Source: an optimization exercise on an open RTL-to-GDS flow (aim: small area). Production flows keep margins and buffers that such runs may drop.
RTL that was checked went through simulation tests only; none was proved equivalent to the original.
Function not checked in runs 5 and 7: the RTL went through the layout flow alone.
No activity file was given, so power comes from the tool's default toggle rates.

==> design.v <==
module alu (
    input [63:0] a,
    input [63:0] b,
    input [3:0] operation,
    output [63:0] result
);
wire op_add = operation == 4'h0;
wire op_sub = operation == 4'h1;
wire op_sll = operation == 4'h2;
wire op_slt = operation == 4'h3;
wire op_xor = operation == 4'h4;
wire op_srl = (operation == 4'h5) | (operation == 4'h6);
wire op_or  = operation == 4'h7;
wire op_and = operation == 4'h8;
wire op_eq  = operation == 4'h9;
wire sub = op_sub | op_slt;
wire [63:0] bx = b ^ {64{sub}};
wire [63:0] p = a ^ bx;
wire [63:0] g = a & bx;
wire [63:0] c;    
bk64 u_bk (.g(g), .p(p), .cin(sub), .c(c));
wire lt = ~c[63];
wire eq = ~|p;    
wire en_p = op_add | op_sub | op_xor | op_or;
wire en_c = op_add | op_sub;
wire en_g = op_or | op_and;
wire [63:0] cin_v = {c[62:0], sub};
wire [63:0] arith = ({64{en_p}} & p) ^ (({64{en_c}} & cin_v) | ({64{en_g}} & g));
wire big = |b[63:6];
wire [63:0] a_rev;
wire [63:0] sh_rev;
wire [63:0] sh;
genvar i;
generate
    for (i = 0; i < 64; i = i + 1) begin : g_rev
        assign a_rev[i] = a[63 - i];
        assign sh_rev[i] = sh[63 - i];
    end
endgenerate
wire [63:0] sh_in = op_sll ? a_rev : a;
wire [3:0] d0 = 4'b1 << b[1:0];
wire [3:0] d1 = 4'b1 << b[3:2];
wire [3:0] d2 = 4'b1 << b[5:4];
wire [127:0] x0 = {64'b0, sh_in};
wire [63:0] s1, s2;
genvar k;
for (k = 0; k < 64; k = k + 1) begin : st
  assign s1[k] = (d2[0] & sh_in[k]) | (d2[1] & (k+16 < 64 ? sh_in[(k+16)%64] : 1'b0)) | (d2[2] & (k+32 < 64 ? sh_in[(k+32)%64] : 1'b0)) | (d2[3] & (k+48 < 64 ? sh_in[(k+48)%64] : 1'b0));
  assign s2[k] = (d1[0] & s1[k]) | (d1[1] & (k+4 < 64 ? s1[(k+4)%64] : 1'b0)) | (d1[2] & (k+8 < 64 ? s1[(k+8)%64] : 1'b0)) | (d1[3] & (k+12 < 64 ? s1[(k+12)%64] : 1'b0));
  assign sh[k] = (d0[0] & s2[k]) | (d0[1] & (k+1 < 64 ? s2[(k+1)%64] : 1'b0)) | (d0[2] & (k+2 < 64 ? s2[(k+2)%64] : 1'b0)) | (d0[3] & (k+3 < 64 ? s2[(k+3)%64] : 1'b0));
end
wire en_l = op_sll & ~big;
wire en_r = op_srl & ~big;
assign result = arith
              | ({64{en_l}} & sh_rev)
              | ({64{en_r}} & sh)
              | {63'b0, (op_slt & lt) | (op_eq & eq)};
endmodule
module bk64 (
    input [63:0] g,
    input [63:0] p,
    input cin,
    output [63:0] c
);
wire [63:0] gg [0:6];
wire [63:0] pp [0:6];
assign gg[0] = {g[63:1], g[0] | (p[0] & cin)};
assign pp[0] = p;
genvar l, i;
generate
    for (l = 1; l <= 6; l = l + 1) begin : up
        for (i = 0; i < 64; i = i + 1) begin : b
            if ((i % (1 << l)) == (1 << l) - 1) begin : n
                assign gg[l][i] = gg[l-1][i] | (pp[l-1][i] & gg[l-1][i - (1 << (l-1))]);
                assign pp[l][i] = pp[l-1][i] & pp[l-1][i - (1 << (l-1))];
            end else begin : t
                assign gg[l][i] = gg[l-1][i];
                assign pp[l][i] = pp[l-1][i];
            end
        end
    end
endgenerate
generate
    for (i = 0; i < 64; i = i + 1) begin : dn
        if (((i + 1) & i) == 0) begin : whole
            assign c[i] = gg[tzf(i + 1)][i];
        end else begin : part
            assign c[i] = gg[tzf(i + 1)][i] | (pp[tzf(i + 1)][i] & c[i - (1 << tzf(i + 1))]);
        end
    end
endgenerate
function integer tzf(input integer v);
    integer k;
    begin
        tzf = 0;
        for (k = 6; k >= 0; k = k - 1)
            if (v % (1 << k) == 0 && tzf == 0) tzf = k;
    end
endfunction
endmodule
module riscv_zero_execute(
    input clk,
    input reset,
    input [63:0] pc_in,
    input [6:0] opcode,
    input [31:0] immediate,
    input [4:0]  reg_dest,
    input [63:0] rs1_data,
    input [63:0] rs2_data,
    input [6:0] funct7_out,
    input [2:0] funct3_out,
    input writeback_enable_in,
    input [1:0] writeback_source_in,
    input memory_access_in,
    input mem_wenable_in,
    input jump,
    input branch,
    input ALU_A_mux,
    input ALU_B_mux,
    input [3:0] ALU_op,
    output wire pc_src,
    output wire [63:0] pc_target,
    output reg [63:0] pc_out,
    output reg writeback_enable_out,
    output reg [1:0] writeback_source_out,
    output reg memory_access_out,
    output reg mem_wenable_out,
    output reg [63:0] ALU_out,
    output reg [63:0] mem_write_data
);
wire [63:0] ALU_A_src = ALU_A_mux ? pc_in : rs1_data;
wire [63:0] ALU_B_src = ALU_B_mux ? {32'b0, immediate} : rs2_data;
wire [63:0] ALU_result;
assign pc_src = (ALU_result[0] & branch) | jump;
assign pc_target = pc_in + {32'b0, immediate};
alu execute_alu (
    .a(ALU_A_src),
    .b(ALU_B_src),
    .operation(ALU_op),
    .result(ALU_result)
);
always @(posedge clk or posedge reset) begin
    if (reset) begin
        pc_out <= 64'h0;
        ALU_out <= 64'h0;
        writeback_enable_out <= 1'b0;
        writeback_source_out <= 2'b00;
        memory_access_out <= 1'b0;
        mem_wenable_out <= 1'b0;
    end else begin
        pc_out <= pc_in;
        writeback_enable_out <= writeback_enable_in;
        writeback_source_out <= writeback_source_in;
        memory_access_out <= memory_access_in;
        mem_wenable_out <= mem_wenable_in;
        ALU_out <= ALU_result;
    end
end
always @(posedge clk) begin
    mem_write_data <= rs2_data;
end
endmodule
==> flow/run.sh <==
#!/bin/bash
# The standard layout with the smallest buffer on the ports.
bash standard.sh "BUFFER_PORTS_ARGS=-buffer_cell sky130_fd_sc_hd__buf_1" finish > standard.log 2>&1
==> standard.sh <==
#!/bin/bash
# synth_recipe.tcl (not shown) runs the flow's synth.tcl, then flattens the netlist and writes it again
# the make line also repeats each setting of config.mk as NAME=value (left out here)
make -C /OpenROAD-flow-scripts/flow DESIGN_CONFIG=/design/flow/config.mk WORK_HOME=/design/flow/orfs CLKGATE_MAP_FILE= SYNTH_SCRIPT=/design/flow/synth_recipe.tcl "${@:-finish}"
==> config.mk <==
export PLATFORM = sky130hd
export DESIGN_NAME = riscv_zero_execute
export DESIGN_NICKNAME = riscv_zero_execute
export VERILOG_FILES = /design/flow/design.v
export SDC_FILE = /design/flow/constraint.sdc
export NUM_CORES = 4
export LEC_CHECK = 0
export CAP_MARGIN = 10
export CORE_MARGIN = 2
export CORE_UTILIZATION = 40
export CTS_BUF_LIST = sky130_fd_sc_hd__clkbuf_8 sky130_fd_sc_hd__clkbuf_16
export SETUP_SLACK_MARGIN = 0.15
export SLEW_MARGIN = 10
==> constraint.sdc <==
create_clock -name core_clock -period 6.5 [get_ports {clk}]
set_input_delay 1.3000 -clock core_clock [delete_from_list [all_inputs] [get_ports {clk}]]
set_output_delay 1.3000 -clock core_clock [all_outputs]
set_load 0.01 [all_outputs]
==> key figures, run 1 <==
Finish
  • Fill cell count: 4442
  • Most frequent cells in the layout: buf_1, nand2_1, mux2i_1, xnor2_1, nor2_1
  • Nets: 2996
  • Sequential Area: 4610 µm²
  • Layout area overhead: 22.2%
  • Share of post-route cells with drive strength above 1: 10.6%
  • Post-route non-filler standard cell count: 3245
  • Post-Route Utilization: 49.5%
  • Most common cell after layout, fill and taps aside: buf_1
  • Multi-input gate area: 12700 µm²

Logic synthesis
  • Mapped Area: 17900 µm²
  • Netlist cell types: 78
  • Top FF cell, synth: dfrtp_1
  • Post-synth EDFFs: 0
  • FF+latch count, synth: 197
  • Synth Net Count: 2479
  • Asr flop ratio synth: 67.5%
  • Synth Area per Inst: 8.45 µm²
  • Synthesized instance count: 2121
  • Synth warn: 2
  • Post-synthesis sequential area ratio: 25.7%

Timing
  • FMAX: 0.160 GHz
  • Final hold vios: 0
  • # setup viols final: 0
  • Setup_tns: 0 ns
  • Slew Viols, Final: 0
  • RSZ-0062 raised after global routing: no
  • Slew headroom: 34.8%
  • Worst Tran Pin Value: 0.978 ns
  • Final Cycle Share: 96.0%
  • Hold slack: 0.879 ns
  • Final Critical Period: 6.24 ns

Worst setup path
  • CP bufs+invs: 3
  • Worst Path Required: 5.20 ns
  • Worst Setup Path Type: primary input to primary output
  • Cell mode on critical path: buf_1
  • Slowest stage delay, CP: 0.53 ns
  • Crit start category: primary input
  • Cell Chain, Critical Path: buf_1 -> ha_1 -> inv_1 -> o22ai_1 -> a21oi_1 -> a211oi_1 -> o21bai_1 -> o31a_1 -> nor4b_1 -> xor2_1 -> buf_1
  • Crit path max fanout: 13
  • Crit end category: primary output
  • CP delay by family, top: compound AO/OA/AOI/OAI gates
  • Slowest CP cell: ha_1
  • Worst path arrival time: 4.94 ns

Outcome
  • Status: finished clean

Pwr
  • Reg power frac: 29.1%
  • Sw Pwr: 2.05 mW
  • Pwr per Cell Area: 212 nW/µm²
  • Tot Pwr: 4.63 mW
  • Internal power: 2.58 mW
  • Clock power frac: 24.4%
  • Combinational share of power: 46.5%
  • Worst ir drop on vdd: 0.168 mV
  • P_leak: 9.00 nW
  • Switching share of power: 44.4%

Die
  • Vert. Die Dim: 216 µm
  • Core area: 44200 µm²
  • Die area: 46500 µm²
  • Die width: 216 µm
  • # IOs: 523
  • Num rows: 77
  • Initial core utilization: 40.5%

Global routing
  • Largest net degree at the start of global routing: 71
  • First-pass GRT wire length: 135000 µm
  • Number of global-route vias before repair: 19.0k
  • GR Overflow Total: 0
  • Initial antenna violation count: 6
  • All-layer global routing usage: 40.2%

Drt
  • WL final: 96600 µm
  • Vias per cell: 6.29
  • DRT iter0 DRCs: 2532
  • DRC: 0
  • Drt wl/cell: 29.8 µm
  • Via count: 20.4k
  • 1st-pass router iterations: 8
  • ANT nets after route: 0

Clocking
  • TritonCTS buffer count: 17
  • CTS tree: built
  • Sink Count: 197
  • Max clock buf depth: 2
  • Hold Buf Count CTS: 0
  • H-tree lvl count: 4
  • Reg clk slew, reported paths: 0.09 ns
  • Clock tree root buffer cell: clkbuf_16

Placement
  • Placed insts: 3205
  • Gpl congestion: 1.04
  • DP HPWL: 79500 µm
  • Port Buffers: 500

Run
  • Max Cap Violations: 0

Worst hold path
  • Hold Path Class: primary input to asynchronous set/reset pin
synthesized netlist by cell type (7+ instances only):
cell type    n  area [µm²]
nand2_1    213         800
mux2i_1    188        1880
xnor2_1    141        1230
nor2_1     135         507
dfrtp_1    133        3330
a21oi_1    129         646
ha_1        96        1200
clkbuf_1    90         338
o21ai_0     89         445
mux2_2      78         878
inv_1       68         255
dfxtp_1     64        1280
a21o_1      48         360
nand2b_1    42         263
nand3_1     42         210
xor2_1      41         359
nor4_1      38         238
o211ai_1    36         270
o221ai_1    31         272
a22oi_1     27         203
nand4_1     26         163
a221oi_1    25         219
buf_1       25        93.8
nor3_1      25         125
o22ai_1     23         144
a222oi_1    19         190
a22o_1      18         158
a31oi_1     18         113
o21a_1      17         128
buf_2       13        65.1
a211oi_1    10        75.1
a32oi_1     10        87.6
and2_1      10        62.6
and3_1      10        62.6
and4_1      10        87.6
o21bai_1    10        75.1
a221o_1      9        90.1
nor2b_1      9        56.3
a211o_1      8        70.1
or4_1        7        52.6
registers in the layout, indices dropped and copies added, names as in the netlist:
name and flops:
writeback_source_out 2, mem_write_data 64, mem_wenable_out 1, memory_access_out 1, writeback_enable_out 1, pc_out 64
ALU_out 64
cell families (layout without fill, tap and decap cells):
family          after synthesis  after routing  share of synthesized area [%]
fa+ha+maj                    97             97                           6.82
buf+inv                     201            731                           4.41
xor+xnor                    182            182                           8.90
other cells                   0              2                              0
flops                       197            197                           25.7
simple gates                590            590                           15.8
mux                         269            269                           15.7
compound gates              585            585                           22.7
routing by layer:
layer  up-vias  track usage [%]  wire length, µm
met5         -                0               35
met4         6             18.2             4390
met3       193             8.67             9410
met2      1286             62.4            43100
met1      9965             53.3            39600
li1       8956                -                -
how the worst max path moves through the flow:
stage	start	to	slack [ns]	cells after the start
after floorplan	ALU_B_mux	pc_src	0.28	17
after global placement	ALU_A_mux	pc_src	0.04	15
after detailed placement	ALU_A_mux	pc_src	0.05	15
after CTS	ALU_op[3]	pc_src	0.15	16
after global routing	ALU_op[2]	pc_src	0.15	16
final	immediate[7]	pc_target[59]	0.26	11
power groups by stage:
| stage | clock network (mW) | logic [mW] | registers, mW |
|---|---|---|---|
| finish | 1.13 | 2.15 | 1.35 |
| global route | 1.19 | 2.27 | 1.36 |
| CTS | 1.15 | 2.09 | 1.35 |
| detailed placement | 0 | 2.08 | 1.37 |
| global placement | 0 | 2.08 | 1.37 |
| floorplan | 0 | 1.14 | 1.42 |
area by class of cell:
cell class | instances | share of cell area [%]
antenna | 2 | 0.0229
sequential | 197 | 21.1
multi-input combinational | 1723 | 57.9
clock buffer | 17 | 1.94
clock inverter | 15 | 0.898
inverter | 68 | 1.19
tap | 592 | 3.38
timing repair buffer | 631 | 13.6
through the flow:
step	setup slack [ns]	instance area [µm²]
CTS	0.149	21800
finish	0.260	21900
global route	0.149	21900
floorplan	0.283	17900
detailed placement	0.0458	21100
global placement	0.0447	21100
repair_timing:
action	4_1_cts	5_1_grt
endpoints found under the setup margin	2	13
pin swaps	0	3
buffers inserted	0	4
gates resized for setup	5	11
gates cloned	0	2
==> inputs of run 2 (changes only) <==
==> flow/run.sh (replaced) <==
#!/bin/bash
# The standard layout with the smallest buffer on the ports; timing-driven
# global placement only reweights nets and does not keep its trial buffering.
bash standard.sh "BUFFER_PORTS_ARGS=-buffer_cell sky130_fd_sc_hd__buf_1" \
  GPL_KEEP_OVERFLOW=0 finish > standard.log 2>&1
--- a/config.mk
+++ b/config.mk
@@ -6,8 +6,7 @@
 export NUM_CORES = 4
 export LEC_CHECK = 0
-export CAP_MARGIN = 10
+export CAP_MARGIN = 20
 export CORE_MARGIN = 2
 export CORE_UTILIZATION = 40
-export CTS_BUF_LIST = sky130_fd_sc_hd__clkbuf_8 sky130_fd_sc_hd__clkbuf_16
 export SETUP_SLACK_MARGIN = 0.15
-export SLEW_MARGIN = 10
+export SLEW_MARGIN = 20
==> run 2 against run 1 <==
Still clean. Flip-flop and latch count is the same. Combinational power shrank 2%. Hold slack lost 0.017 ns. First-iteration DRC count grew 3.5%. Clock power is essentially flat. Global-route usage shrank 1.3 points. Worst setup slack lost 0.067 ns. Critical path depth grew 4. Via count shrank 2.7%. Sequential power is essentially flat. Core utilization shrank 0.28 points. Final area shrank 0.57%.
==> key figures, run 2 <==
Outcome
  • Status: finished clean

Pwr
  • Combinational share of power: 45.7%
  • Sw Pwr: 1.97 mW
  • P_leak: 8.76 nW
  • Worst ir drop on vdd: 0.172 mV
  • Reg power frac: 29.2%
  • Pwr per Cell Area: 212 nW/µm²
  • Switching share of power: 42.6%
  • Internal power: 2.65 mW
  • Clock power frac: 25.1%

Drt
  • Via count: 19.9k
  • Vias per cell: 6.27
  • 1st-pass router iterations: 9
  • WL final: 93600 µm
  • DRT iter0 DRCs: 2620
  • Drt wl/cell: 29.5 µm
  • DRC: 0
  • ANT nets after route: 0

Logic synthesis
  • Synthesized instance count: 2121
  • Top FF cell, synth: dfrtp_1
  • Yosys top cell area share: 18.6%
  • Synth Net Count: 2479
  • Commonest cells in the netlist: nand2_1, mux2i_1, xnor2_1
  • Synth warn: 2
  • Biggest area consumer among synthesized cells: dfrtp_1
  • FF+latch count, synth: 197
  • Mapped Area: 17900 µm²
  • Netlist cell types: 78
  • Post-synthesis sequential area ratio: 25.7%
  • Post-synth EDFFs: 0
  • Top area cells in the synthesized netlist: dfrtp_1, mux2i_1, dfxtp_1, xnor2_1, ha_1
  • Count leader, synth: nand2_1
  • Synth Area per Inst: 8.45 µm²
  • Asr flop ratio synth: 67.5%

Timing
  • # setup viols final: 0
  • Worst Tran Pin Value: 1.19 ns
  • Final hold vios: 0
  • Final Cycle Share: 97.0%
  • Slew Viols, Final: 0
  • Final Critical Period: 6.31 ns
  • Setup_tns: 0 ns
  • FMAX: 0.159 GHz
  • Slew headroom: 20.8%
  • RSZ-0062 raised after global routing: yes

Clocking
  • Max clock buf depth: 2
  • CTS tree: built
  • TritonCTS buffer count: 17
  • Sink Count: 197
  • Reg clk slew, reported paths: 0.07 ns
  • H-tree lvl count: 4
  • Clock tree root buffer cell: clkbuf_16

Worst hold path
  • Hold Path Class: primary input to asynchronous set/reset pin

Global routing
  • First-pass GRT wire length: 131000 µm
  • Number of global-route vias before repair: 18.7k
  • GR Overflow Total: 0
  • Initial antenna violation count: 8
  • All-layer global routing usage: 38.9%
  • Largest net degree at the start of global routing: 72

Finish
  • Most frequent cells in the layout: buf_1, nand2_1, mux2i_1, xnor2_1, nor2_1
  • Sequential Area: 4610 µm²
  • Share of post-route cells with drive strength above 1: 9.14%
  • Layout area overhead: 21.5%
  • Leading registers by flop count: ALU_out x64, mem_write_data x64, pc_out x64
  • Most common cell after layout, fill and taps aside: buf_1
  • Fill cell count: 4463
  • Multi-input gate area: 12800 µm²
  • Post-route non-filler standard cell count: 3169
  • Nets: 2917

Die
  • Num rows: 77
  • Core area: 44200 µm²
  • # IOs: 523
  • Die width: 216 µm
  • Vert. Die Dim: 216 µm
  • Initial core utilization: 40.5%
  • Die area: 46500 µm²

Run
  • Max Cap Violations: 0

Placement
  • DP HPWL: 76800 µm
  • Port Buffers: 500
  • Gpl congestion: 0.988
  • Placed insts: 3118

Worst setup path
  • Crit path max fanout: 14
  • Worst Path Required: 5.20 ns
  • Worst Setup Path Type: primary input to primary output
  • Crit start category: primary input
  • Worst path arrival time: 5.01 ns
  • Crit end category: primary output
==> run 2: cell counts after synthesis <==
Identical to the previous run, type by type.
==> run 2: what timing repair did <==
| item | in CTS | in global routing |
|---|---|---|
| setup buffers | 10 | 2 |
| gates resized for setup | 30 | 28 |
| pin swaps | 2 | 5 |
| setup endpoints to repair | 16 | 18 |
| hold buffers | 0 | 0 |
| gates cloned | 1 | 1 |
==> run 2: cell type report <==
cell class / count / share of cell area [%]
multi-input cells: 1723 / 58.9
flip-flops and latches: 197 / 21.2
repair buffers: 552 / 12.4
well taps: 592 / 3.40
clock buffers: 20 / 2.01
inverters: 68 / 1.21
clock inverters: 12 / 0.845
diodes: 5 / 0.0575
==> run 2: kinds of logic (layout without fill, tap and decap cells) <==
logic type	count (synthesis)	count (layout)	synth area share, %
and+or+nand+nor	590	590	15.8
AOI/OAI and AO/OA	585	585	22.7
muxes	269	269	15.7
buffers and inverters	201	652	4.41
DFF	197	197	25.7
xor gates and xnor gates	182	182	8.90
adders and majority gates	97	97	6.82
other	0	5	0
==> run 2: worst max-delay path by stage <==
stage               from  endpoint  slack [ns]  cells after the start
4_1_cts        ALU_A_mux    pc_src        0.12                     16
2_1_floorplan  ALU_B_mux    pc_src        0.28                     17
6_report       ALU_A_mux    pc_src        0.19                     15
5_1_grt        ALU_A_mux    pc_src        0.06                     15
3_3_place_gp   ALU_B_mux    pc_src       -5.58                     14
3_5_place_dp   ALU_op[0]    pc_src       -0.78                     16
==> run 2: routing by layer <==
metal,vias to the layer above,share of wire [%],GRT usage [%]
li1,8780,-,-
met1,9664,41,51.9
met2,1220,45,61.2
met3,196,9.4,8.10
met4,2,4.4,15.7
met5,-,0.018,0
==> run 2: worst max-delay path, stage by stage <==
cell and delay (ns):
buf_6 0.18, buf_12 0.20, mux2i_1 0.43, inv_1 0.25, ha_1 0.42, nor4_1 0.62, nand4_1 0.16, or4_1 0.47
nor4_1 0.24, a21oi_1 0.07, o21ai_0 0.14, a31oi_1 0.12, nand3_2 0.15, a21o_1 0.12, buf_1 0.14
==> run 2: power groups by stage <==
stage	sequential (mW)	combinational, mW	clock, mW
finish	1.35	2.11	1.16
global route	1.36	2.21	1.23
CTS	1.35	2.03	1.18
detailed placement	1.37	2.00	0
global placement	1.37	1.98	0
floorplan	1.42	1.14	0
==> run 2: metrics by stage <==
step	hold slack (ns)	power [mW]	setup slack (ns)	cell area, µm²	util (%)
after floorplan	1.33	2.56	0.283	17900	-
after global placement	1.40	3.35	-5.58	20000	45.2
after detailed placement	1.39	3.38	-0.783	20800	46.9
after CTS	0.844	4.57	0.118	21600	48.8
after global routing	0.865	4.80	0.0628	21800	49.2
final	0.863	4.62	0.193	21800	49.2
==> inputs of run 3 (changes only) <==
--- a/config.mk
+++ b/config.mk
@@ -9,4 +9,6 @@
 export CORE_MARGIN = 2
 export CORE_UTILIZATION = 40
-export SETUP_SLACK_MARGIN = 0.15
+export CTS_BUF_LIST = sky130_fd_sc_hd__clkbuf_8
+export CTS_CLUSTER_SIZE = 10
+export SETUP_SLACK_MARGIN = 0.1
 export SLEW_MARGIN = 20
==> run 3 against run 2 <==
Still clean on timing, DRC and antenna. Critical path depth is 1 higher. Maximum frequency down 0.23%. Worst setup slack lost 0.014 ns. Die area stayed put. Sequential share of layout area is 0.19 points higher. Final area decreased by 0.91%. Count of clock-buffer cells in the layout down 3. Largest power group unchanged. Highest routed layer unchanged.
==> key figures, run 3 <==
Drt
  • DRT iter0 DRCs: 2784
  • 1st-pass router iterations: 8
  • WL final: 93400 µm
  • ANT nets after route: 0
  • DRC: 0
  • Drt wl/cell: 29.5 µm
  • Via count: 19.9k
  • Vias per cell: 6.28

Clocking
  • H-tree lvl count: 4
  • CTS tree: built
  • Reg clk slew, reported paths: 0.10 ns
  • Max clock buf depth: 2
  • Sink Count: 197
  • TritonCTS buffer count: 17
  • Clock tree root buffer cell: clkbuf_8
  • Hold Buf Count CTS: 0

Logic synthesis
  • Asr flop ratio synth: 67.5%
  • FF+latch count, synth: 197
  • Netlist cell types: 78
  • Yosys top cell area share: 18.6%
  • Post-synth EDFFs: 0
  • Synth Area in Simple Gates: 15.8%
  • Synth Net Count: 2479
  • Count leader, synth: nand2_1
  • Commonest cells in the netlist: nand2_1, mux2i_1, xnor2_1
  • Post-synthesis sequential area ratio: 25.7%
  • Synth warn: 2
  • Synthesized instance count: 2121
  • Mapped Area: 17900 µm²
  • Top area cells in the synthesized netlist: dfrtp_1, mux2i_1, dfxtp_1, xnor2_1, ha_1
  • Top FF cell, synth: dfrtp_1
  • XOR/XNOR Fraction of Synth Area: 8.90%
  • Synth Area per Inst: 8.45 µm²
  • Largest family of logic cells by synthesized area: compound AO/OA/AOI/OAI gates
  • Post-synthesis adder-cell area fraction: 6.82%
  • Biggest area consumer among synthesized cells: dfrtp_1
  • Mux share of post-synthesis cell area: 15.7%
  • Post-synthesis compound-gate area fraction: 22.7%

Finish
  • Layout area overhead: 20.4%
  • Post-route cell area: 21600 µm²
  • Nets: 2917
  • Most frequent cells in the layout: buf_1, nand2_1, mux2i_1, xnor2_1, nor2_1
  • Post-route non-filler standard cell count: 3168
  • Most common cell after layout, fill and taps aside: buf_1
  • Leading registers by flop count: ALU_out x64, mem_write_data x64, pc_out x64
  • Share of post-route cells with drive strength above 1: 9.14%
  • Post-Route Utilization: 48.8%

Global routing
  • First-pass GRT wire length: 131000 µm
  • Largest net degree at the start of global routing: 72
  • GR Overflow Total: 0
  • Initial antenna violation count: 6
  • All-layer global routing usage: 38.8%
  • Number of global-route vias before repair: 18.6k

Die
  • Num rows: 77
  • Vert. Die Dim: 216 µm
  • Core area: 44200 µm²
  • # IOs: 523
  • Die width: 216 µm
  • Die area: 46500 µm²
  • Initial core utilization: 40.5%

Timing
  • Hold slack: 0.770 ns
  • Final Critical Period: 6.32 ns
  • Setup WS post-layout: 0.179 ns
  • RSZ-0062 raised after global routing: yes
  • Worst Tran Pin Value: 1.18 ns
  • Slew Viols, Final: 0
  • Slew headroom: 21.7%
  • # setup viols final: 0
  • Setup_tns: 0 ns
  • Final hold vios: 0
  • Final Cycle Share: 97.3%
  • FMAX: 0.158 GHz

Placement
  • DP HPWL: 76800 µm
  • Placed insts: 3118
  • DP Area: 20800 µm²
  • Pre-CTS setup slack: -0.783 ns
  • Port Buffers: 500
  • Gpl congestion: 0.988

Run
  • Max Cap Violations: 0

Pwr
  • P_leak: 8.69 nW
  • Pwr per Cell Area: 202 nW/µm²
  • Tot Pwr: 4.36 mW
  • Worst ir drop on vdd: 0.177 mV

Worst setup path
  • Worst Path Required: 5.20 ns
  • Crit path max fanout: 12
  • Worst Setup Path Type: primary input to primary output
  • Crit end category: primary output
  • Worst path arrival time: 5.02 ns
  • Crit start category: primary input

Outcome
  • Status: finished clean

Worst hold path
  • Hold Path Class: primary input to asynchronous set/reset pin
## run 3: cell counts after synthesis
No cell type changed its count.
## run 3: per-layer routing
layer / wire length, µm / share of wire (%) / track usage [%]
met1: 39100 / 42 / 52.5
met2: 41600 / 45 / 60.8
met3: 8560 / 9.2 / 6.82
met4: 4130 / 4.4 / 16.2
met5: 10 / 0.011 / 1.04
## run 3: worst max-delay path, stage by stage
cell	delay [ns]
buf_2	0.20
nor3b_4	0.34
buf_4	0.19
buf_6	0.19
buf_6	0.22
xnor2_1	0.10
ha_2	0.42
nand4_1	0.15
or3_1	0.42
or3_1	0.36
a311oi_2	0.35
nor3_2	0.11
o21ai_1	0.23
nand3_2	0.13
a21o_1	0.19
buf_1	0.12
## run 3: cell type report
class	count	area (µm²)
fill	4476	22700
inverter	68	263
sequential	197	4610
antenna	4	10.0
clock inverter	15	195
timing repair buffer	552	2680
tap	592	741
multi-input combinational	1723	12800
clock buffer	17	234
## run 3: logic make-up after synthesis
kind of cell	after synthesis
muxes	269
adders and majority gates	97
buffers and inverters	201
and+or+nand+nor	590
DFF	197
AOI/OAI and AO/OA	585
xor gates and xnor gates	182
## run 3: worst max-delay path by stage
stage                     cells past startpoint  slack (ns)  startpoint     end
after global routing                         16        0.06   ALU_A_mux  pc_src
after CTS                                    15       0.008   ALU_op[1]  pc_src
final                                        16        0.18   ALU_op[3]  pc_src
after global placement                       14       -5.58   ALU_B_mux  pc_src
after floorplan                              17        0.28   ALU_B_mux  pc_src
after detailed placement                     16       -0.78   ALU_op[0]  pc_src
## run 3: where the power goes
group | switching, mW | leakage (nW) | internal, mW | total, mW
clock network | 0.505 | 0.228 | 0.391 | 0.896
logic | 1.40 | 6.27 | 0.710 | 2.11
registers | 0.0297 | 2.19 | 1.32 | 1.35
total | 1.94 | 8.69 | 2.42 | 4.36
## run 3: repair_timing
item / in CTS / in global routing
setup buffers: 4 / 8
cloned: 1 / 1
gates resized for setup: 23 / 34
pin swaps: 1 / 5
endpoints found under the setup margin: 16 / 14
==> inputs of run 4 (changes only) <==
==> flow/run.sh (replaced) <==
#!/bin/bash
# The standard layout with the smallest buffer on the ports; timing-driven
# global placement only reweights nets and does not keep its trial buffering;
# CTS as the standard flow runs it (same buffers and clustering) but without
# dummy loads on the clock tree.
bash standard.sh "BUFFER_PORTS_ARGS=-buffer_cell sky130_fd_sc_hd__buf_1" \
  GPL_KEEP_OVERFLOW=0 \
  "CTS_ARGS=-sink_clustering_enable -repair_clock_nets -sink_clustering_size 10 -buf_list sky130_fd_sc_hd__clkbuf_8 -dont_use_dummy_load" \
  finish > standard.log 2>&1
==> run 4 against run 3 <==
Still clean on timing, DRC and antenna. Via count hardly changed. Clock power is 28% lower. Power is 5.7% lower. Sequential share of layout area is 0.20 points higher. Final area is 0.91% lower. Core utilization is 0.44 points lower. Die area stayed put. Final cell count is 0.54% lower. Synthesized cell count stayed put. Worst setup slack worse by 0.026 ns. Sequential power hardly changed. Critical path depth stayed put. Critical path type unchanged. Critical endpoint is now pc_target[54]. Largest power group unchanged.
==> key figures, run 4 <==
Finish
  • Multi-input gate area: 12800 µm²
  • Sequential Area: 4610 µm²
  • Most frequent cells in the layout: buf_1, nand2_1, mux2i_1, xnor2_1, nor2_1
  • Nets: 2917
  • Leading registers by flop count: ALU_out x64, mem_write_data x64, pc_out x64
  • Fill cell count: 4509
  • Layout area overhead: 19.3%
  • Post-route cell area: 21400 µm²
  • Share of post-route cells with drive strength above 1: 8.80%
  • Most common cell after layout, fill and taps aside: buf_1

Logic synthesis
  • Commonest cells in the netlist: nand2_1, mux2i_1, xnor2_1
  • Top FF cell, synth: dfrtp_1
  • Netlist cell types: 78
  • FF+latch count, synth: 197
  • Top area cells in the synthesized netlist: dfrtp_1, mux2i_1, dfxtp_1, xnor2_1, ha_1
  • Synth Net Count: 2479
  • Asr flop ratio synth: 67.5%
  • Count leader, synth: nand2_1
  • Synth Area per Inst: 8.45 µm²
  • Post-synth EDFFs: 0
  • Synthesized instance count: 2121
  • Yosys top cell area share: 18.6%
  • Synth warn: 2
  • Mapped Area: 17900 µm²
  • Biggest area consumer among synthesized cells: dfrtp_1
  • Post-synthesis sequential area ratio: 25.7%

Worst setup path
  • Crit path max fanout: 5
  • Crit start category: primary input
  • Worst Setup Path Type: primary input to primary output
  • Slowest CP cell: fa_1
  • Worst path arrival time: 5.05 ns
  • Cell mode on critical path: buf_1
  • Slowest stage delay, CP: 0.40 ns
  • Crit end category: primary output
  • Critical Path Source: immediate[0]
  • Cell Chain, Critical Path: buf_1 -> ha_1 -> inv_1 -> fa_1 -> nor2b_1 -> o2111ai_1 -> a31oi_4 -> o221ai_2 -> a211oi_2 -> o2111ai_2 -> a21oi_4 -> buf_4 -> and3_1 -> and4_1 -> xor2_1 -> buf_1
  • Worst Path Required: 5.20 ns

Placement
  • DP HPWL: 76800 µm
  • Gpl congestion: 0.988
  • DP Area: 20800 µm²
  • Port Buffers: 500

Clocking
  • CTS tree: built
  • Sink Count: 197
  • TritonCTS buffer count: 17
  • Reg clk slew, reported paths: 0.10 ns
  • H-tree lvl count: 4
  • Clock tree root buffer cell: clkbuf_8
  • Hold Buf Count CTS: 0
  • Max clock buf depth: 2

Die
  • Vert. Die Dim: 216 µm
  • Die area: 46500 µm²
  • # IOs: 523
  • Initial core utilization: 40.5%
  • Num rows: 77
  • Die width: 216 µm
  • Core area: 44200 µm²

Pwr
  • P_leak: 8.58 nW
  • Tot Pwr: 4.11 mW
  • Worst ir drop on vdd: 0.137 mV
  • Pwr per Cell Area: 192 nW/µm²

Drt
  • WL final: 93500 µm
  • DRT iter0 DRCs: 2786
  • Drt wl/cell: 29.7 µm
  • DRC: 0
  • ANT nets after route: 0
  • 1st-pass router iterations: 9
  • Vias per cell: 6.31
  • Via count: 19.9k

Timing
  • # setup viols final: 0
  • FMAX: 0.158 GHz
  • Slew Viols, Final: 0
  • Final hold vios: 0
  • Worst Tran Pin Value: 1.19 ns
  • Setup_tns: 0 ns
  • RSZ-0062 raised after global routing: yes
  • Slew headroom: 20.5%
  • Final Cycle Share: 97.7%
  • Final Critical Period: 6.35 ns

Global routing
  • Number of global-route vias before repair: 18.6k
  • GR Overflow Total: 0
  • Largest net degree at the start of global routing: 72
  • All-layer global routing usage: 38.7%
  • First-pass GRT wire length: 131000 µm
  • Initial antenna violation count: 8

Worst hold path
  • Hold Path Class: primary input to asynchronous set/reset pin

Run
  • Max Cap Violations: 0

Outcome
  • Status: finished clean
==> run 4: kinds of logic (layout without fill, tap and decap cells) <==
family,after synthesis,count (layout),share of synthesized area (%)
and+or+nand+nor,590,590,15.8
DFF,197,197,25.7
xor gates and xnor gates,182,182,8.90
other,0,2,0
adders and majority gates,97,97,6.82
muxes,269,269,15.7
buffers and inverters,201,637,4.41
AOI/OAI and AO/OA,585,585,22.7
==> run 4: worst max-delay path by stage <==
stage	to	slack (ns)
after detailed placement	pc_src	-0.78
after CTS	pc_src	0.008
after global placement	pc_src	-5.58
after global routing	pc_src	0.06
after floorplan	pc_src	0.28
final	pc_target[54]	0.15
==> run 4: layout make-up <==
cell class | count | share of cell area [%]
Antenna cell | 2 | 0.0234
Clock buffer | 17 | 1.10
Inverter | 68 | 1.23
Multi-Input combinational cell | 1723 | 60.1
Sequential cell | 197 | 21.6
Tap cell | 592 | 3.47
Timing Repair Buffer | 552 | 12.6
==> run 4: per-stage QoR <==
step	util, %	hold WS (ns)	cells	setup WS, ns
after global placement	45.2	1.40	3080	-5.58
after detailed placement	46.9	1.39	3118	-0.783
after CTS	47.8	0.758	3140	0.00782
after global routing	48.3	0.780	3150	0.0614
after floorplan	-	1.33	2121	0.283
final	48.3	0.799	3151	0.152
==> run 4: power by group <==
part	leakage, nW	switching [mW]	internal, mW
sequential	2.19	0.0297	1.32
clock	0.122	0.417	0.231
combinational	6.27	1.40	0.710
==> run 4: repair_timing <==
action,CTS,global route
setup endpoints to repair,16,13
gates resized for setup,23,36
pin swaps,1,5
buffers inserted,4,8
gates cloned,1,1
==> run 4: routing by layer <==
layer / track usage (%) / vias to the layer above / wire length [µm]
li1: - / 8756 / -
met1: 51.8 / 9707 / 38900
met2: 60.6 / 1192 / 41700
met3: 7.68 / 219 / 8490
met4: 16.8 / 6 / 4440
met5: 0 / - / 31
==> run 4: worst max-delay path: cells and delay by family <==
kind                       cells  cell delay (ns)
and+or+nand+nor                3             0.64
buffers and inverters          4             0.64
adders and majority gates      2             0.63
xor gates and xnor gates       1             0.16
AOI/OAI and AO/OA              6             1.66
==> inputs of run 5 (changes only) <==
--- a/design.v
+++ b/design.v
@@ -133,5 +133,6 @@
 wire [63:0] ALU_result;
 assign pc_src = (ALU_result[0] & branch) | jump;
-assign pc_target = pc_in + {32'b0, immediate};
+wire [32:0] pt_lo = {1'b0, pc_in[31:0]} + {1'b0, immediate};
+assign pc_target = {pc_in[63:32] + {31'b0, pt_lo[32]}, pt_lo[31:0]};
 alu execute_alu (
     .a(ALU_A_src),
==> run 5 against run 4 <==
Sequential share of layout area grew 0.30 points. Worst setup slack worse by 0.26 ns. Global-route usage decreased by 0.67 points. Final cell count down 4.4%. Via count shrank 6.2%. Non-clock buffer count rose by 25. Combinational power shrank 2%. Area after synthesis fell by 3.7%. The layout now fails its checks (negative setup slack). Synthesized cell count down 6.1%. Maximum frequency fell by 3.9%. Clock power fell by 0.8%.
==> key figures, run 5 <==
Outcome
  • Status: failed layout checks
  • Layout Check Failures: negative setup slack

Finish
  • Most frequent cells in the layout: buf_1, nand2_1, mux2i_1, xnor2_1, a21oi_1
  • Nets: 2821
  • Layout area overhead: 22.2%
  • Share of post-route cells with drive strength above 1: 11.5%
  • Most common cell after layout, fill and taps aside: buf_1
  • Leading registers by flop count: ALU_out x64, mem_write_data x64, pc_out x64
  • Fill cell count: 4273

Logic synthesis
  • Mux share of post-synthesis cell area: 15.7%
  • Commonest cells in the netlist: nand2_1, mux2i_1, xnor2_1
  • Post-synthesis compound-gate area fraction: 22.1%
  • Count leader, synth: nand2_1
  • Netlist cell types: 86
  • Post-synthesis adder-cell area fraction: 7.22%
  • FF+latch count, synth: 197
  • Asr flop ratio synth: 67.5%
  • Synth Area in Simple Gates: 14.7%
  • Mapped Area: 17300 µm²
  • Yosys top cell area share: 19.3%
  • Synthesized instance count: 1991
  • Synth Area per Inst: 8.66 µm²
  • Synth warn: 2
  • Largest family of logic cells by synthesized area: compound AO/OA/AOI/OAI gates
  • Biggest area consumer among synthesized cells: dfrtp_1
  • Top area cells in the synthesized netlist: dfrtp_1, mux2i_1, xnor2_1, dfxtp_1, ha_1
  • Synth Net Count: 2351
  • Post-synthesis sequential area ratio: 26.7%
  • XOR/XNOR Fraction of Synth Area: 9.09%
  • Post-synth EDFFs: 0
  • Top FF cell, synth: dfrtp_1

Placement
  • Port Buffers: 500
  • Gpl congestion: 1.02
  • DP HPWL: 72000 µm

Global routing
  • First-pass GRT wire length: 121000 µm
  • All-layer global routing usage: 38.1%
  • GR Overflow Total: 0
  • Largest net degree at the start of global routing: 70
  • Initial antenna violation count: 11
  • Number of global-route vias before repair: 17.7k

Timing
  • Slew Viols, Final: 0
  • Setup_tns: -0.351 ns
  • # setup viols final: 6
  • Final Critical Period: 6.60 ns
  • Final Cycle Share: 102%
  • Slew headroom: 32.0%
  • RSZ-0062 raised after global routing: yes
  • Setup WS post-layout: -0.105 ns
  • FMAX: 0.151 GHz
  • Final hold vios: 0
  • Worst Tran Pin Value: 1.02 ns

Clocking
  • Clock tree root buffer cell: clkbuf_8
  • TritonCTS buffer count: 17
  • Sink Count: 197
  • CTS tree: built
  • Hold Buf Count CTS: 0
  • Max clock buf depth: 2
  • H-tree lvl count: 4
  • Reg clk slew, reported paths: 0.10 ns

Pwr
  • Pwr per Cell Area: 192 nW/µm²
  • Clock power frac: 15.9%
  • Combinational share of power: 50.9%
  • Internal power: 2.26 mW
  • Reg power frac: 33.2%
  • Tot Pwr: 4.05 mW
  • Sw Pwr: 1.79 mW
  • P_leak: 8.56 nW
  • Worst ir drop on vdd: 0.151 mV
  • Switching share of power: 44.2%

Worst hold path
  • Hold Path Class: primary input to asynchronous set/reset pin

Drt
  • WL final: 87600 µm
  • Vias per cell: 6.19
  • DRT iter0 DRCs: 2071
  • ANT nets after route: 0
  • Drt wl/cell: 29.1 µm
  • 1st-pass router iterations: 7
  • DRC: 0
  • Via count: 18.6k

Worst setup path
  • Slowest stage delay, CP: 0.64 ns
  • Worst path arrival time: 5.30 ns
  • Crit path max fanout: 17
  • Worst Path Required: 5.20 ns
  • Worst Setup Path Type: primary input to primary output
  • Crit start category: primary input
  • Critical Path Source: ALU_op[3]
  • Cell Chain, Critical Path: buf_2 -> or3b_4 -> buf_4 -> xnor2_1 -> ha_1 -> nor4_2 -> nand4_1 -> nor4_1 -> a221oi_1 -> o21ai_0 -> nor2_1 -> o221ai_2 -> a21o_1 -> buf_1
  • Slowest CP cell: nor4_2
  • Setup crit end: pc_src
  • Crit end category: primary output

Run
  • Max Cap Violations: 0

Die
  • Vert. Die Dim: 212 µm
  • Core area: 42800 µm²
  • # IOs: 523
  • Num rows: 76
  • Die width: 212 µm
  • Die area: 44800 µm²
  • Initial core utilization: 40.3%
## run 5: how the worst min path moves through the flow
stage / end / slack, ns / cells past startpoint
final: writeback_source_out[1] / 0.75 / 2
after global routing: writeback_source_out[1] / 0.79 / 2
after CTS: writeback_source_out[1] / 0.74 / 2
after detailed placement: writeback_source_out[1] / 1.37 / 2
after global placement: memory_access_out / 1.40 / 1
after floorplan: mem_write_data[0] / 1.33 / 0
## run 5: through the flow
stage                     utilization [%]  worst slack (ns)  hold slack [ns]  cells  cell area [µm²]
after floorplan                         -             0.134             1.33   1991            17300
after global placement               44.9             -5.78             1.40   2910            19200
after detailed placement             46.6             -1.41             1.37   2948            19900
after CTS                            48.5            -0.106            0.739   2984            20800
after global routing                 49.2            -0.282            0.787   3005            21100
final                                49.3            -0.105            0.745   3011            21100
## run 5: worst max-delay path: cells and delay by family
kind / cells / cell delay [ns]
and+or+nand+nor: 5 / 2.06
xor gates and xnor gates: 1 / 0.39
buffers and inverters: 3 / 0.56
adders and majority gates: 1 / 0.39
AOI/OAI and AO/OA: 4 / 0.57
## run 5: cell families after synthesis
family,Yosys count
and+or+nand+nor,543
muxes,256
AOI/OAI and AO/OA,548
xor gates and xnor gates,179
DFF,197
adders and majority gates,99
buffers and inverters,169
## run 5: layout make-up
cell class / instances / area, µm² / area share [%]
diodes: 6 / 15.0 / 0.0712
clock buffers: 17 / 234 / 1.11
flip-flops and latches: 197 / 4610 / 21.9
inverters: 42 / 165 / 0.784
multi-input cells: 1626 / 12400 / 58.9
repair buffers: 577 / 2950 / 14.0
well taps: 546 / 683 / 3.24
## run 5: repair_timing
item,in CTS,in global routing
hold endpoints to repair,0,0
endpoints found under the setup margin,30,18
buffers inserted,17,19
gates resized for setup,100,30
pin swaps,25,21
cloned,2,2
## run 5: per-layer routing
metal  vias to the layer above  part of all wire, %  global-route usage (%)
met3                       187                  9.1                    8.80
met5                         -                0.084                       0
met2                      1014                   45                    60.2
met4                        12                  4.8                    17.6
li1                       8338                    -                       -
met1                      9087                   41                    49.3
## run 5: power groups by stage
| stage | clock [mW] | sequential (mW) | combinational [mW] |
|---|---|---|---|
| global placement | 0 | 1.37 | 1.89 |
| detailed placement | 0 | 1.37 | 1.92 |
| finish | 0.642 | 1.34 | 2.06 |
| floorplan | 0 | 1.42 | 1.10 |
| CTS | 0.657 | 1.35 | 1.98 |
| global route | 0.699 | 1.35 | 2.16 |
==> inputs of run 6 (changes only) <==
--- a/design.v
+++ b/design.v
@@ -133,6 +133,5 @@
 wire [63:0] ALU_result;
 assign pc_src = (ALU_result[0] & branch) | jump;
-wire [32:0] pt_lo = {1'b0, pc_in[31:0]} + {1'b0, immediate};
-assign pc_target = {pc_in[63:32] + {31'b0, pt_lo[32]}, pt_lo[31:0]};
+assign pc_target = pc_in + {32'b0, immediate};
 alu execute_alu (
     .a(ALU_A_src),
--- a/config.mk
+++ b/config.mk
@@ -6,9 +6,7 @@
 export NUM_CORES = 4
 export LEC_CHECK = 0
-export CAP_MARGIN = 20
+export CAP_MARGIN = 5
 export CORE_MARGIN = 2
 export CORE_UTILIZATION = 40
-export CTS_BUF_LIST = sky130_fd_sc_hd__clkbuf_8
-export CTS_CLUSTER_SIZE = 10
 export SETUP_SLACK_MARGIN = 0.1
-export SLEW_MARGIN = 20
+export SLEW_MARGIN = 5
==> run 6 against run 5 <==
Now clean on timing, DRC and antenna. Flip-flop and latch count unchanged. First-iteration DRC count up 26%. Sequential power about the same. Area after synthesis up 3.8%. Critical path depth up 1. Final area up 0.87%. Synthesized cell count up 6.5%.
==> key figures, run 6 <==
Logic synthesis
  • XOR/XNOR Fraction of Synth Area: 8.90%
  • Post-synthesis sequential area ratio: 25.7%
  • Yosys top cell area share: 18.6%
  • Mux share of post-synthesis cell area: 15.7%
  • Synthesized instance count: 2121
  • Synth Area in Simple Gates: 15.8%
  • Netlist cell types: 78
  • Largest family of logic cells by synthesized area: compound AO/OA/AOI/OAI gates
  • Synth Area per Inst: 8.45 µm²
  • Asr flop ratio synth: 67.5%
  • FF+latch count, synth: 197
  • Biggest area consumer among synthesized cells: dfrtp_1
  • Top FF cell, synth: dfrtp_1
  • Post-synthesis adder-cell area fraction: 6.82%
  • Synth Net Count: 2479
  • Commonest cells in the netlist: nand2_1, mux2i_1, xnor2_1
  • Top area cells in the synthesized netlist: dfrtp_1, mux2i_1, dfxtp_1, xnor2_1, ha_1
  • Post-synth EDFFs: 0
  • Post-synthesis compound-gate area fraction: 22.7%
  • Synth warn: 2
  • Count leader, synth: nand2_1
  • Mapped Area: 17900 µm²

Finish
  • Post-route cell area: 21300 µm²
  • Most frequent cells in the layout: buf_1, nand2_1, mux2i_1, xnor2_1, nor2_1
  • Post-route non-filler standard cell count: 3144
  • Leading registers by flop count: ALU_out x64, mem_write_data x64, pc_out x64
  • Sequential Area: 4610 µm²
  • Layout area overhead: 18.7%
  • Most common cell after layout, fill and taps aside: buf_1
  • Share of post-route cells with drive strength above 1: 7.97%
  • Post-Route Utilization: 48.1%
  • Nets: 2906
  • Fill cell count: 4453
  • Multi-input gate area: 12800 µm²

Global routing
  • Initial antenna violation count: 8
  • GR Overflow Total: 0
  • Number of global-route vias before repair: 18.6k
  • Largest net degree at the start of global routing: 72
  • All-layer global routing usage: 38.9%
  • First-pass GRT wire length: 132000 µm

Worst setup path
  • Worst path arrival time: 5.09 ns
  • Crit path max fanout: 17
  • Critical Path Source: ALU_A_mux
  • Crit start category: primary input
  • Worst Setup Path Type: primary input to primary output
  • Crit end category: primary output
  • Worst Path Required: 5.20 ns

Die
  • Die width: 216 µm
  • Initial core utilization: 40.5%
  • Die area: 46500 µm²
  • Core area: 44200 µm²
  • Vert. Die Dim: 216 µm
  • Num rows: 77
  • # IOs: 523

Drt
  • 1st-pass router iterations: 14
  • Vias per cell: 6.35
  • DRC: 0
  • WL final: 93500 µm
  • Drt wl/cell: 29.7 µm
  • Via count: 20.0k
  • DRT iter0 DRCs: 2607
  • ANT nets after route: 0

Clocking
  • Hold Buf Count CTS: 0
  • Sink Count: 197
  • TritonCTS buffer count: 17
  • Clock tree root buffer cell: clkbuf_8
  • Reg clk slew, reported paths: 0.09 ns
  • Max clock buf depth: 2
  • CTS tree: built
  • H-tree lvl count: 4

Pwr
  • Reg power frac: 32.9%
  • Tot Pwr: 4.09 mW
  • Combinational share of power: 51.4%
  • Switching share of power: 45.0%
  • Worst ir drop on vdd: 0.137 mV
  • Internal power: 2.25 mW
  • P_leak: 8.52 nW
  • Pwr per Cell Area: 193 nW/µm²
  • Clock power frac: 15.7%
  • Sw Pwr: 1.84 mW

Placement
  • DP HPWL: 76700 µm
  • Gpl congestion: 0.988
  • Pre-CTS setup slack: -0.843 ns
  • Placed insts: 3110
  • Port Buffers: 500
  • DP Area: 20700 µm²

Timing
  • Final hold vios: 0
  • Hold slack: 0.810 ns
  • RSZ-0062 raised after global routing: yes
  • Setup_tns: 0 ns
  • # setup viols final: 0
  • Worst Tran Pin Value: 1.31 ns
  • FMAX: 0.156 GHz
  • Slew Viols, Final: 0
  • Setup WS post-layout: 0.108 ns
  • Slew headroom: 13.0%
  • Final Critical Period: 6.39 ns
  • Final Cycle Share: 98.3%

Outcome
  • Status: finished clean

Worst hold path
  • Hold Path Class: primary input to asynchronous set/reset pin

Run
  • Max Cap Violations: 0
## run 6: cell types whose count changed in the layout (fill, tap and decap cells not counted), sizes merged, moves of 20 or more
cell	before	now
o211ai	9	36
buf	570	537
a21oi	150	130
inv	42	68
nand2b	9	42
nor2b	36	9
o221ai	56	31
## run 6: cell families after synthesis
group | count (synthesis)
xor+xnor | 182
fa+ha+maj | 97
compound gates | 585
flops | 197
mux | 269
buf+inv | 201
simple gates | 590
## run 6: final cells by class
cell class | instances | area share [%]
clock buffers | 17 | 1.10
inverters | 68 | 1.22
flip-flops and latches | 197 | 21.7
multi-input cells | 1723 | 60.2
well taps | 592 | 3.48
repair buffers | 541 | 12.3
diodes | 6 | 0.0706
## run 6: what timing repair did
item,4_1_cts,5_1_grt
setup buffers,6,3
cloned,1,1
gates resized for setup,22,22
pin swaps,2,2
setup endpoints to repair,16,17
## run 6: metal layers
metal / track usage, % / vias to the layer above / routed length (µm)
li1: - / 8751 / -
met2: 60.6 / 1236 / 41700
met4: 17.0 / 2 / 4470
met5: 0 / - / 17
met1: 52.2 / 9779 / 38800
met3: 7.78 / 210 / 8530
## run 6: power groups by stage
stage                     sequential [mW]  clock (mW)  combinational (mW)
after CTS                            1.35       0.673                2.02
final                                1.35       0.643                2.10
after global placement               1.37           0                1.98
after floorplan                      1.42           0                1.14
after global routing                 1.36       0.700                2.20
after detailed placement             1.37           0                2.00
## run 6: worst max-delay path: stages
cell and delay (ns):
buf_4 0.19, buf_12 0.21, mux2i_1 0.51, inv_1 0.23, ha_1 0.45, nor4_1 0.50, nand4_1 0.17, or4_1 0.47
nor4_1 0.26, a21oi_1 0.07, o21ai_0 0.14, a31oi_1 0.09, nand3_1 0.19, a21o_1 0.14, buf_1 0.14
## run 6: final timing paths
kind | end | slack [ns] | cells after the start
min in group core_clock | memory_access_out | 0.81 | 1
hold / removal | pc_out[0] | 0.81 | 2
setup / recovery | pc_src | 0.11 | 15
max in group asynchronous | ALU_out[47] | 4.88 | 3
==> inputs of run 7 (changes only) <==
--- a/design.v
+++ b/design.v
@@ -133,5 +133,38 @@
 wire [63:0] ALU_result;
 assign pc_src = (ALU_result[0] & branch) | jump;
-assign pc_target = pc_in + {32'b0, immediate};
+wire [32:0] pt_lo = {1'b0, pc_in[31:0]} + {1'b0, immediate};
+wire [31:0] hi_all;
+wire [31:0] pa [0:5];
+assign pa[0] = pc_in[63:32];
+genvar l, j;
+generate
+    for (l = 1; l <= 5; l = l + 1) begin : g_up
+        for (j = 0; j < 32; j = j + 1) begin : b
+            if ((j % (1 << l)) == (1 << l) - 1) begin : n
+                assign pa[l][j] = pa[l-1][j] & pa[l-1][j - (1 << (l-1))];
+            end else begin : t
+                assign pa[l][j] = pa[l-1][j];
+            end
+        end
+    end
+    wire [31:0] pre;    
+    for (j = 0; j < 32; j = j + 1) begin : g_dn
+        if (((j + 1) & j) == 0) begin : whole
+            assign pre[j] = pa[tzf(j + 1)][j];
+        end else begin : part
+            assign pre[j] = pa[tzf(j + 1)][j] & pre[j - (1 << tzf(j + 1))];
+        end
+    end
+endgenerate
+assign hi_all = {pre[30:0], 1'b1};
+function integer tzf(input integer v);
+    integer k;
+    begin
+        tzf = 0;
+        for (k = 6; k >= 0; k = k - 1)
+            if (v % (1 << k) == 0 && tzf == 0) tzf = k;
+    end
+endfunction
+assign pc_target = {pc_in[63:32] ^ (hi_all & {32{pt_lo[32]}}), pt_lo[31:0]};
 alu execute_alu (
     .a(ALU_A_src),
==> flow/run.sh (replaced) <==
#!/bin/bash
# The standard layout with the smallest buffer on the ports; timing-driven
# global placement only reweights nets and does not keep its trial buffering.
bash standard.sh "BUFFER_PORTS_ARGS=-buffer_cell sky130_fd_sc_hd__buf_1" \
  GPL_KEEP_OVERFLOW=0 finish > standard.log 2>&1
--- a/config.mk
+++ b/config.mk
@@ -6,7 +6,7 @@
 export NUM_CORES = 4
 export LEC_CHECK = 0
-export CAP_MARGIN = 5
+export CAP_MARGIN = 20
 export CORE_MARGIN = 2
 export CORE_UTILIZATION = 40
-export SETUP_SLACK_MARGIN = 0.1
-export SLEW_MARGIN = 5
+export SETUP_SLACK_MARGIN = 0.15
+export SLEW_MARGIN = 20
==> run 7 against run 6 <==
The layout now fails its checks (negative setup slack). Final cell count shrank 0.54%. Non-clock buffer count grew 44. Power grew 10%. Critical path depth grew 7. Clock power grew about 70%. Worst setup slack lost 0.11 ns. Die area shrank 2.5%. Flip-flop and latch count is the same. Critical path type unchanged.
==> key figures, run 7 <==
Logic synthesis
  • Top FF cell, synth: dfrtp_1
  • Netlist cell types: 78
  • Synth Net Count: 2410
  • Count leader, synth: mux2i_1
  • FF+latch count, synth: 197
  • Commonest cells in the netlist: mux2i_1, nand2_1, xnor2_1
  • Top area cells in the synthesized netlist: dfrtp_1, mux2i_1, xnor2_1, dfxtp_1, ha_1
  • Yosys top cell area share: 19.1%
  • Synth Area per Inst: 8.51 µm²
  • Synth warn: 2
  • Post-synth EDFFs: 0
  • Post-synthesis sequential area ratio: 26.4%
  • Asr flop ratio synth: 67.5%
  • Mapped Area: 17500 µm²
  • Biggest area consumer among synthesized cells: dfrtp_1
  • Synthesized instance count: 2051

Outcome
  • Status: failed layout checks
  • Layout Check Failures: negative setup slack

Finish
  • Fill cell count: 4317
  • Most frequent cells in the layout: buf_1, nand2_1, mux2i_1, xnor2_1, nor2_1
  • Most common cell after layout, fill and taps aside: buf_1
  • Nets: 2885
  • Layout area overhead: 24.4%
  • Leading registers by flop count: ALU_out x64, mem_write_data x64, pc_out x64
  • Post-route cell area: 21700 µm²
  • Share of post-route cells with drive strength above 1: 9.96%

Clocking
  • Hold Buf Count CTS: 0
  • Clock tree root buffer cell: clkbuf_16
  • Reg clk slew, reported paths: 0.08 ns
  • Max clock buf depth: 2
  • Sink Count: 197
  • TritonCTS buffer count: 17
  • H-tree lvl count: 4
  • CTS tree: built

Pwr
  • Internal power: 2.57 mW
  • Clock power frac: 24.1%
  • Combinational share of power: 46.0%
  • Tot Pwr: 4.52 mW
  • Switching share of power: 43.0%
  • Reg power frac: 29.9%
  • Pwr per Cell Area: 208 nW/µm²
  • Sw Pwr: 1.94 mW
  • Worst ir drop on vdd: 0.175 mV
  • P_leak: 9.07 nW

Placement
  • Port Buffers: 500
  • DP HPWL: 69300 µm
  • DP Area: 20300 µm²
  • Gpl congestion: 0.997

Global routing
  • GR Overflow Total: 0
  • Number of global-route vias before repair: 18.0k
  • All-layer global routing usage: 36.5%
  • Initial antenna violation count: 4
  • First-pass GRT wire length: 120000 µm
  • Largest net degree at the start of global routing: 68

Timing
  • FMAX: 0.154 GHz
  • RSZ-0062 raised after global routing: yes
  • Slew headroom: 28.1%
  • Slew Viols, Final: 0
  • # setup viols final: 1
  • Final hold vios: 0
  • Setup WS post-layout: -0.00602 ns
  • Setup_tns: -0.00602 ns
  • Worst Tran Pin Value: 1.08 ns
  • Final Critical Period: 6.51 ns
  • Final Cycle Share: 100%

Worst setup path
  • Crit end category: primary output
  • Crit start category: primary input
  • Worst path arrival time: 5.21 ns
  • Worst Setup Path Type: primary input to primary output
  • Worst Path Required: 5.20 ns
  • Crit path max fanout: 11

Die
  • Die area: 45300 µm²
  • Initial core utilization: 40.5%
  • Num rows: 76
  • Die width: 213 µm
  • Core area: 43100 µm²
  • # IOs: 523
  • Vert. Die Dim: 213 µm

Drt
  • Drt wl/cell: 26.9 µm
  • Vias per cell: 6.12
  • 1st-pass router iterations: 9
  • DRC: 0
  • WL final: 84200 µm
  • DRT iter0 DRCs: 2290
  • ANT nets after route: 0
  • Via count: 19.1k

Run
  • Max Cap Violations: 0

Worst hold path
  • Hold Path Class: primary input to asynchronous set/reset pin
[run 7: repair_timing]
| item | 4_1_cts | 5_1_grt |
|---|---|---|
| cloned | 0 | 1 |
| gates resized for setup | 65 | 38 |
| setup endpoints to repair | 75 | 16 |
| pin swaps | 15 | 21 |
| setup buffers | 30 | 13 |
[run 7: path summary, 6_finish.rpt]
| path | depth (start not counted) | to | start | slack, ns |
|---|---|---|---|---|
| worst min-delay path | 2 | writeback_enable_out | reset | 0.84 |
| min in group core_clock | 1 | writeback_source_out[1] | writeback_source_in[1] | 0.89 |
| worst max-delay path | 22 | pc_src | ALU_op[0] | -0.006 |
| max in group asynchronous | 3 | ALU_out[38] | reset | 4.94 |
[run 7: area by class of cell]
| cell class | count | area [µm²] | area share, % |
|---|---|---|---|
| diodes | 3 | 7.51 | 0.0345 |
| clock buffers | 17 | 425 | 1.96 |
| clock inverters | 15 | 170 | 0.783 |
| inverters | 57 | 221 | 1.02 |
| multi-input cells | 1668 | 12600 | 57.8 |
| flip-flops and latches | 197 | 4610 | 21.2 |
| well taps | 585 | 732 | 3.37 |
| repair buffers | 585 | 3000 | 13.8 |
[run 7: kinds of logic after synthesis]
family                   count (synthesis)  synth area share, %
AO/OA/AOI/OAI                          534                 21.2
XOR/XNOR                               181                 9.08
flip-flops                             197                 26.4
AND/OR/NAND/NOR                        579                 15.5
buffers and inverters                  186                 4.39
multiplexers                           276                 16.4
adder cells (fa/ha/maj)                 98                 7.06
[run 7: routing by layer]
| layer | routed length [µm] | up-vias | global-route usage (%) |
|---|---|---|---|
| met1 | 34500 | 9272 | 47.3 |
| met2 | 38400 | 1112 | 58.0 |
| met4 | 4530 | 2 | 18.9 |
| li1 | - | 8560 | - |
| met5 | 8 | - | 0 |
| met3 | 6710 | 183 | 6.47 |
[run 7: power by group through the flow]
stage	logic, mW	clock network (mW)	registers, mW
detailed placement	1.92	0	1.37
global route	2.20	1.16	1.36
CTS	2.00	1.12	1.35
floorplan	1.12	0	1.42
global placement	1.90	0	1.37
finish	2.08	1.09	1.35
[run 7: metrics by stage]
step	setup WS [ns]	utilization, %	hold WS, ns	std cells
after floorplan	0.217	-	1.33	2051
after global placement	-10.59	45.3	1.40	3007
after detailed placement	-2.40	47.1	1.40	3048
after CTS	0.0727	49.7	0.843	3110
after global routing	-0.0774	50.4	0.867	3125
final	-0.00602	50.4	0.837	3127
[run 7: critical path, stage by stage]
cell	delay, ns
buf_12	0.13
nor3b_4	0.16
buf_6	0.12
buf_8	0.11
buf_8	0.12
buf_8	0.12
buf_8	0.12
buf_12	0.13
buf_12	0.14
xnor2_1	0.16
ha_1	0.26
a21o_1	0.16
a21o_1	0.17
a21oi_2	0.17
a2bb2oi_2	0.17
o31a_1	0.23
o211ai_4	0.13
a41oi_4	0.39
o21ai_2	0.13
a211o_1	0.31
a41oi_2	0.28
buf_2	0.18

## separate check: timing with driven ports
Ports are ideal in the flow. The routed layouts listed here were re-timed in OpenROAD.
Step 1: set_driving_cell puts a clkbuf_16 on clk and a buf_2 on each other input, an assumption about the parent block.
Step 2 also shifts input and output timing later by t, the mid clock arrival at the registers, as if the neighbouring blocks saw the same clock.
Slacks: ideal ports / drivers / drivers and shift; pairs: ideal ports / drivers.
run	t, ns	slack for setup (ns)	worst slew at a driven data input, ns	pins driven straight from the clock port
run 1	0.556	0.260 / 0.234 / 0.234	0.12	1
run 2	0.547	0.193 / 0.125 / 0.125	0.14	1
run 3	0.618	0.179 / 0.103 / 0.103	0.12	1
run 4	0.609	0.152 / 0.120 / 0.120	0.13	1
run 5	0.615	-0.105 / -0.137 / -0.137	0.15	1
run 6	0.608	0.108 / 0.079 / 0.079	0.13	1
run 7	0.546	-0.006 / -0.058 / -0.287	0.12	1
For run 7, which loses most, drivers alone change the setup slack by -0.052 ns; drivers and shift together by -0.281 ns.
